This design comes from an exercise in tuning for small area, a short achievable clock period and few clock cycles per item on the open sky130 flow, not from production work.
Where RTL was checked, it was by simulation tests only, not by an equivalence proof against the original.
Power is estimated from default activity; no workload was simulated.

==> module NN, before the edit <==
module NN
    # (parameter DATAWIDTH = 32)
    (
    input wire signed[31:0] input_1,
    input wire signed[31:0] input_2,
    input wire clk,
    input wire resetn,
    input wire enable,
    output reg signed[31:0] final_output,
    output reg total_ovf,
    output reg total_zero,
    output reg[2:0] ovf_fsm_state,
    output reg[2:0] zero_fsm_state,
    output wire ready,
    output reg done
);
function gt_const31(input [30:0] x, input [30:0] c);
    integer k;
    reg g;
    begin
        g = 1'b0;
        for (k = 0; k < 31; k = k + 1)
            g = c[k] ? (x[k] & g) : (x[k] | g);
        gt_const31 = g;
    end
endfunction
wire [30:0] i1o = {1'b0, ~input_1[31], input_1[30:2]};
wire [30:0] i2o = {~input_2[31], input_2[30:1]};
wire r3 = !gt_const31(i1o, ((357913941) + 31'sd536870912)) &&  gt_const31(i1o, ((-357913941) + 31'sd536870912)) &&
          !gt_const31(i2o, ((429496729) + 32'sd1073741824)) &&  gt_const31(i2o, ((-429496730) + 32'sd1073741824));
wire r4 = !gt_const31(i1o, ((44739243) + 31'sd536870912)) &&  gt_const31(i1o, ((-44739242) + 31'sd536870912)) &&
          !gt_const31(i2o, ((42949673) + 32'sd1073741824)) &&  gt_const31(i2o, ((-42949673) + 32'sd1073741824));
wire z3 = (input_1[31:2] == 30'd0) || (input_2[31:1] == 31'd0);
wire z4 = (input_1[31:2] == 30'd89478486) || (input_1[31:2] == (30'h3FFFFFFF & -30'sd178956970)) ||
          (input_2[31:1] == (31'h7FFFFFFF & -31'sd429496729));
wire [31:0] na = ~input_1;
wire [31:0] nb = ~input_2;
wire [31:0] q1 = {na[30:2], 3'b000};
wire [31:0] q2 = {na[29:2], 4'b0000};
wire [31:0] q3 = {nb[29:1], 3'b000};
wire [31:0] q4 = {nb[28:1], 4'b0000};
wire [31:0] q5 = {nb[31], nb[31:1]};
wire [31:0] qk = 32'd82;
wire [31:0] sa = q1 ^ q3 ^ q5;
wire [31:0] ca = ((q1 & q3) | (q1 & q5) | (q3 & q5)) << 1;
wire [31:0] sb = q2 ^ q4 ^ qk;
wire [31:0] cb = ((q2 & q4) | (q2 & qk) | (q4 & qk)) << 1;
wire [31:0] s2 = sa ^ ca ^ sb;
wire [31:0] c2 = ((sa & ca) | (sa & sb) | (ca & sb)) << 1;
wire [31:0] s3 = s2 ^ c2 ^ cb;
wire [31:0] c3 = ((s2 & c2) | (s2 & cb) | (c2 & cb)) << 1;
reg [31:0] s3_q, c3_q;
reg r3_q, r4_q, z3_q, z4_q;
reg en_q;
always @(posedge clk) begin
    s3_q <= s3;
    c3_q <= c3;
    r3_q <= r3;
    r4_q <= r4;
    z3_q <= z3;
    z4_q <= z4 && r3;
end
wire [31:0] pg_p = s3_q ^ c3_q;
wire [31:0] pg_g = s3_q & c3_q;
wire [31:0] gl [0:5];
wire [31:0] pl [0:5];
assign gl[0] = pg_g;
assign pl[0] = pg_p;
genvar lv, bi;
generate
    for (lv = 0; lv < 5; lv = lv + 1) begin : PREFIX
        for (bi = 0; bi < 32; bi = bi + 1) begin : BIT
            if (bi & (1 << lv)) begin : COMB
                assign gl[lv+1][bi] = gl[lv][bi] | (pl[lv][bi] & gl[lv][((bi >> lv) << lv) - 1]);
                assign pl[lv+1][bi] = pl[lv][bi] & pl[lv][((bi >> lv) << lv) - 1];
            end else begin : PASS
                assign gl[lv+1][bi] = gl[lv][bi];
                assign pl[lv+1][bi] = pl[lv][bi];
            end
        end
    end
endgenerate
wire [31:0] w = pg_p ^ {gl[5][30:0], 1'b0};
wire u31 = (w[31] == w[30]);
wire u29 = (w[31:28] == 4'b0000) || (w[31:28] == 4'b1111);
wire ovf = !(r4_q && u29);
reg [28:0] res_q;
reg ovf_q;
reg [2:0] ovf_st_q;
reg [2:0] zero_st_q;
always @(posedge clk) begin
    res_q <= ~w[28:0] | {29{ovf}};
    ovf_q <= ovf;
    ovf_st_q <= !r3_q ? 3'd3 : (!r4_q || !u31) ? 3'd4 : !u29 ? 3'd5 : 3'd0;
    zero_st_q <= z4_q ? 3'd4 : z3_q ? 3'd3 : 3'd0;
end
always @(posedge clk, negedge resetn) begin
    if (!resetn) begin
        en_q <= 1'b0;
        done <= 1'b0;
    end else begin
        en_q <= enable;
        done <= en_q;
    end
end
assign ready = 1'b1;
always @(*) begin
    final_output = {res_q, 1'b1, ovf_q, ovf_q};
    total_ovf = ovf_q;
    total_zero = 1'b0;
    ovf_fsm_state = ovf_st_q;
    zero_fsm_state = zero_st_q;
end
endmodule
==> flow/config.mk <==
export PLATFORM = sky130hd
export DESIGN_NAME = NN
export DESIGN_NICKNAME = NN
export VERILOG_FILES = /design/flow/design.v
export SDC_FILE = /design/flow/constraint.sdc
export NUM_CORES = 4
export LEC_CHECK = 0
export CAP_MARGIN = 20
export CORE_MARGIN = 2
export CORE_UTILIZATION = 65
export SLEW_MARGIN = 20
==> flow/constraint.sdc <==
create_clock -name core_clock -period 16.0 [get_ports {clk}]
set_input_delay 3.2000 -clock core_clock [delete_from_list [all_inputs] [get_ports {clk}]]
set_output_delay 3.2000 -clock core_clock [all_outputs]
set_load 0.01 [all_outputs]
standard.sh (not shown) runs the stock make flow with config.mk's settings and CLKGATE_MAP_FILE= SYNTH_SCRIPT=/design/flow/synth_recipe.tcl, a recipe that flattens the netlist after the stock synthesis.
==> flow/flow/run.sh <==
#!/bin/bash
# Own layout flow: the standard ORFS flow (standard.sh, standard synthesis unchanged),
# with the port buffers chosen explicitly instead of the resizer's default pick.
set -euo pipefail
bash standard.sh "BUFFER_PORTS_ARGS=-buffer_cell sky130_fd_sc_hd__buf_2" finish > flow_standard.log 2>&1
==> next run, changes <==
--- a/flow/design.v
+++ b/flow/design.v
@@ -47,25 +47,14 @@
 wire [31:0] sb = q2 ^ q4 ^ qk;
 wire [31:0] cb = ((q2 & q4) | (q2 & qk) | (q4 & qk)) << 1;
 wire [31:0] s2 = sa ^ ca ^ sb;
 wire [31:0] c2 = ((sa & ca) | (sa & sb) | (ca & sb)) << 1;
 wire [31:0] s3 = s2 ^ c2 ^ cb;
 wire [31:0] c3 = ((s2 & c2) | (s2 & cb) | (c2 & cb)) << 1;
-reg [31:0] s3_q, c3_q;
-reg r3_q, r4_q, z3_q, z4_q;
-reg en_q;
-always @(posedge clk) begin
-    s3_q <= s3;
-    c3_q <= c3;
-    r3_q <= r3;
-    r4_q <= r4;
-    z3_q <= z3;
-    z4_q <= z4 && r3;
-end
-wire [31:0] pg_p = s3_q ^ c3_q;
-wire [31:0] pg_g = s3_q & c3_q;
+wire [31:0] pg_p = s3 ^ c3;
+wire [31:0] pg_g = s3 & c3;
 wire [31:0] gl [0:5];
 wire [31:0] pl [0:5];
 assign gl[0] = pg_g;
 assign pl[0] = pg_p;
 genvar lv, bi;
 generate
@@ -79,37 +68,33 @@
                 assign pl[lv+1][bi] = pl[lv][bi];
             end
         end
     end
 endgenerate
 wire [31:0] w = pg_p ^ {gl[5][30:0], 1'b0};
-wire u31 = (w[31] == w[30]);
-wire u29 = (w[31:28] == 4'b0000) || (w[31:28] == 4'b1111);
-wire ovf = !(r4_q && u29);
-reg [28:0] res_q;
-reg ovf_q;
-reg [2:0] ovf_st_q;
-reg [2:0] zero_st_q;
+reg [31:0] w_q;
+reg r3_q, r4_q, z3_q, z4_q;
 always @(posedge clk) begin
-    res_q <= ~w[28:0] | {29{ovf}};
-    ovf_q <= ovf;
-    ovf_st_q <= !r3_q ? 3'd3 : (!r4_q || !u31) ? 3'd4 : !u29 ? 3'd5 : 3'd0;
-    zero_st_q <= z4_q ? 3'd4 : z3_q ? 3'd3 : 3'd0;
+    w_q  <= w;
+    r3_q <= r3;
+    r4_q <= r4;
+    z3_q <= z3;
+    z4_q <= z4 && r3;
 end
 always @(posedge clk, negedge resetn) begin
-    if (!resetn) begin
-        en_q <= 1'b0;
+    if (!resetn)
         done <= 1'b0;
-    end else begin
-        en_q <= enable;
-        done <= en_q;
-    end
+    else
+        done <= enable;
 end
 assign ready = 1'b1;
+wire u31 = (w_q[31] == w_q[30]);
+wire u29 = (w_q[31:28] == 4'b0000) || (w_q[31:28] == 4'b1111);
+wire ovf = !(r4_q && u29);
 always @(*) begin
-    final_output = {res_q, 1'b1, ovf_q, ovf_q};
-    total_ovf = ovf_q;
+    final_output = {~w_q[28:0] | {29{ovf}}, 1'b1, ovf, ovf};
+    total_ovf = ovf;
     total_zero = 1'b0;
-    ovf_fsm_state = ovf_st_q;
-    zero_fsm_state = zero_st_q;
+    ovf_fsm_state = !r3_q ? 3'd3 : (!r4_q || !u31) ? 3'd4 : !u29 ? 3'd5 : 3'd0;
+    zero_fsm_state = z4_q ? 3'd4 : z3_q ? 3'd3 : 3'd0;
 end
 endmodule
After rerunning: The changed run finished clean. Wire length goes down by 6.1%. Total power goes down by 19%. Non-clock buffer count stays the same. Sequential share of layout area shrinks by 15 points. Global-route usage is higher by 3.0 points. Design area went down by 16%. Combinational power increases by 20%. Cell count drops by 6.6%. Hold slack gets better by 2.3 ns. Maximum frequency decreases by 22%. Worst setup slack loses 1.5 ns. Sequential power falls by 55%.
Testbench counts after the change, summed over its fixed seeds: cycles 2,400, items 2,400.
Only the layout flow was run in the first run of this note; the RTL was not checked for function there.


The RTL this note starts from:
==> flow/design.v <==
`timescale 1ns / 1ps
module NN
    # (parameter DATAWIDTH = 32)
    (
    input wire signed[31:0] input_1,
    input wire signed[31:0] input_2,
    input wire clk,
    input wire resetn,
    input wire enable,
    output reg signed[31:0] final_output,
    output reg total_ovf,
    output reg total_zero,
    output reg[2:0] ovf_fsm_state,
    output reg[2:0] zero_fsm_state,
    output wire ready,
    output reg done
);
function gt_const31(input [30:0] x, input [30:0] c);
    integer k;
    reg g;
    begin
        g = 1'b0;
        for (k = 0; k < 31; k = k + 1)
            g = c[k] ? (x[k] & g) : (x[k] | g);
        gt_const31 = g;
    end
endfunction
wire [30:0] i1o = {1'b0, ~input_1[31], input_1[30:2]};
wire [30:0] i2o = {~input_2[31], input_2[30:1]};
wire r3 = !gt_const31(i1o, ((357913941) + 31'sd536870912)) &&  gt_const31(i1o, ((-357913941) + 31'sd536870912)) &&
          !gt_const31(i2o, ((429496729) + 32'sd1073741824)) &&  gt_const31(i2o, ((-429496730) + 32'sd1073741824));
wire r4 = !gt_const31(i1o, ((44739243) + 31'sd536870912)) &&  gt_const31(i1o, ((-44739242) + 31'sd536870912)) &&
          !gt_const31(i2o, ((42949673) + 32'sd1073741824)) &&  gt_const31(i2o, ((-42949673) + 32'sd1073741824));
wire z3 = (input_1[31:2] == 30'd0) || (input_2[31:1] == 31'd0);
wire z4 = (input_1[31:2] == 30'd89478486) || (input_1[31:2] == (30'h3FFFFFFF & -30'sd178956970)) ||
          (input_2[31:1] == (31'h7FFFFFFF & -31'sd429496729));
wire [31:0] t1 = {input_1[30:2], 3'b111};
wire [31:0] t2 = {input_1[29:2], 4'b1111};
wire [31:0] t3 = {input_2[29:1], 3'b111};
wire [31:0] t4 = {input_2[28:1], 4'b1111};
wire [31:0] t5 = {input_2[31], input_2[31:1]};
wire [31:0] tk = ~32'd82;
wire [31:0] sa = t1 ^ t3 ^ t5;
wire [31:0] ca = {((t1 & t3) | (t1 & t5) | (t3 & t5)), 1'b1};
wire [31:0] sb = t2 ^ t4 ^ tk;
wire [31:0] cb = {((t2 & t4) | (t2 & tk) | (t4 & tk)), 1'b1};
wire [31:0] s2 = sa ^ ca ^ sb;
wire [31:0] c2 = {((sa & ca) | (sa & sb) | (ca & sb)), 1'b1};
wire [31:0] s3 = s2 ^ c2 ^ cb;
wire [31:0] c3 = {((s2 & c2) | (s2 & cb) | (c2 & cb)), 1'b1};
wire [31:0] pg_p = s3 ^ c3;
wire [31:0] pg_g = ~(s3 | c3);
wire [31:0] gl [0:5];
wire [31:0] pl [0:5];
assign gl[0] = pg_g;
assign pl[0] = pg_p;
genvar lv, bi;
generate
    for (lv = 0; lv < 5; lv = lv + 1) begin : PREFIX
        for (bi = 0; bi < 32; bi = bi + 1) begin : BIT
            if (bi & (1 << lv)) begin : COMB
                assign gl[lv+1][bi] = gl[lv][bi] | (pl[lv][bi] & gl[lv][((bi >> lv) << lv) - 1]);
                assign pl[lv+1][bi] = pl[lv][bi] & pl[lv][((bi >> lv) << lv) - 1];
            end else begin : PASS
                assign gl[lv+1][bi] = gl[lv][bi];
                assign pl[lv+1][bi] = pl[lv][bi];
            end
        end
    end
endgenerate
wire [31:0] w = pg_p ^ {gl[5][30:0], 1'b0};
reg [31:0] w_q;
reg r3_q, r4_q, z3_q, z4_q;
always @(posedge clk) begin
    w_q  <= w;
    r3_q <= r3;
    r4_q <= r4;
    z3_q <= z3;
    z4_q <= z4 && r3;
end
always @(posedge clk, negedge resetn) begin
    if (!resetn)
        done <= 1'b0;
    else
        done <= enable;
end
assign ready = 1'b1;
wire u31 = (w_q[31] == w_q[30]);
wire u29 = (w_q[31:28] == 4'b0000) || (w_q[31:28] == 4'b1111);
wire ovf = !(r4_q && u29);
always @(*) begin
    final_output = {~w_q[28:0] | {29{ovf}}, 1'b1, ovf, ovf};
    total_ovf = ovf;
    total_zero = 1'b0;
    ovf_fsm_state = !r3_q ? 3'd3 : (!r4_q || !u31) ? 3'd4 : !u29 ? 3'd5 : 3'd0;
    zero_fsm_state = z4_q ? 3'd4 : z3_q ? 3'd3 : 3'd0;
end
endmodule
==> flow/config.mk <==
export PLATFORM = sky130hd
export DESIGN_NAME = NN
export DESIGN_NICKNAME = NN
export VERILOG_FILES = /design/flow/design.v
export SDC_FILE = /design/flow/constraint.sdc
export NUM_CORES = 4
export LEC_CHECK = 0
export CAP_MARGIN = 20
export CORE_MARGIN = 2
export CORE_UTILIZATION = 65
export SLEW_MARGIN = 20
==> flow/constraint.sdc <==
create_clock -name core_clock -period 16.0 [get_ports {clk}]
set_input_delay 3.2000 -clock core_clock [delete_from_list [all_inputs] [get_ports {clk}]]
set_output_delay 3.2000 -clock core_clock [all_outputs]
set_load 0.01 [all_outputs]
Scripts as last shown in full above: flow/flow/run.sh
The baseline finished clean.
Change:
--- a/flow/design.v
+++ b/flow/design.v
@@ -35,20 +35,22 @@
 wire z4 = (input_1[31:2] == 30'd89478486) || (input_1[31:2] == (30'h3FFFFFFF & -30'sd178956970)) ||
           (input_2[31:1] == (31'h7FFFFFFF & -31'sd429496729));
-wire [31:0] t1 = {input_1[30:2], 3'b111};
-wire [31:0] t2 = {input_1[29:2], 4'b1111};
-wire [31:0] t3 = {input_2[29:1], 3'b111};
-wire [31:0] t4 = {input_2[28:1], 4'b1111};
-wire [31:0] t5 = {input_2[31], input_2[31:1]};
-wire [31:0] tk = ~32'd82;
-wire [31:0] sa = t1 ^ t3 ^ t5;
-wire [31:0] ca = {((t1 & t3) | (t1 & t5) | (t3 & t5)), 1'b1};
-wire [31:0] sb = t2 ^ t4 ^ tk;
-wire [31:0] cb = {((t2 & t4) | (t2 & tk) | (t4 & tk)), 1'b1};
-wire [31:0] s2 = sa ^ ca ^ sb;
-wire [31:0] c2 = {((sa & ca) | (sa & sb) | (ca & sb)), 1'b1};
-wire [31:0] s3 = s2 ^ c2 ^ cb;
-wire [31:0] c3 = {((s2 & c2) | (s2 & cb) | (c2 & cb)), 1'b1};
-wire [31:0] pg_p = s3 ^ c3;
-wire [31:0] pg_g = ~(s3 | c3);
+wire [31:0] na = ~input_1;
+wire [31:0] nb = ~input_2;
+wire [31:0] q1 = {na[30:2], 3'b000};
+wire [31:0] q2 = {na[29:2], 4'b0000};
+wire [31:0] q3 = {nb[29:1], 3'b000};
+wire [31:0] q4 = {nb[28:1], 4'b0000};
+wire [31:0] q5 = {nb[31], nb[31:1]};
+wire [31:0] qk = 32'd82;
+wire [31:0] s1 = q1 ^ q3 ^ q5;
+wire [31:0] c1 = ((q1 & q3) | (q1 & q5) | (q3 & q5)) << 1;
+wire [31:0] s2 = s1 ^ c1 ^ q2;
+wire [31:0] c2 = ((s1 & c1) | (s1 & q2) | (c1 & q2)) << 1;
+wire [31:0] s3 = s2 ^ c2 ^ q4;
+wire [31:0] c3 = ((s2 & c2) | (s2 & q4) | (c2 & q4)) << 1;
+wire [31:0] s4 = s3 ^ c3 ^ qk;
+wire [31:0] c4 = ((s3 & c3) | (s3 & qk) | (c3 & qk)) << 1;
+wire [31:0] pg_p = s4 ^ c4;
+wire [31:0] pg_g = s4 & c4;
 wire [31:0] gl [0:5];
 wire [31:0] pl [0:5];
The changed run completed without violations; power grows by 13%; maximum frequency shrinks by 7.3%; clock-buffer cell count stays the same; combinational power grows by 16%; clock power grows by about 20%; die area shrinks by 6.8%.
Function was not checked in any run of this note: the RTL went through the layout flow alone.

afterwards: timing with drivers on the ports:
The flow's constraints put no driver on any port. The routed layouts listed below were extracted and timed again, unchanged, in two steps. Step 1, drivers: a clkbuf_16 drives clk and a buf_2 each remaining input, both assumed. Step 2, shift: input delay + t, output delay - t, t = (earliest + latest rising clock arrival at the registers) / 2. This alone moves slack from input paths to output paths. Three values: no drivers, after step 1, after step 2; two values: the first two.
| run | t, ns | setup slack, ns | worst hold slack (ns) | latest minus earliest clock arrival (ns) | worst data-port slew with drivers (ns) |
|---|---|---|---|---|---|
| the first run of note 1 | 0.399 | 10.806 / 10.818 / 10.419 | 0.369 / 0.369 / 0.369 | 0.012 / 0.011 | 0.05 |
| the second run of note 1 | 0.324 | 9.344 / 9.356 / 9.032 | 2.660 / 2.648 / 2.972 | 0.008 / 0.008 | 0.04 |
| the first run of note 2 | 0.340 | 9.083 / 9.090 / 8.750 | 2.651 / 2.641 / 2.981 | 0.010 / 0.010 | 0.05 |
| the second run of note 2 | 0.332 | 8.538 / 8.551 / 8.219 | 2.656 / 2.643 / 2.975 | 0.005 / 0.005 | 0.04 |
After both steps every run listed still meets setup and hold. The setup slack of the first run of note 1, which loses most, moves by +0.012 ns with the drivers and by -0.387 ns with both steps.
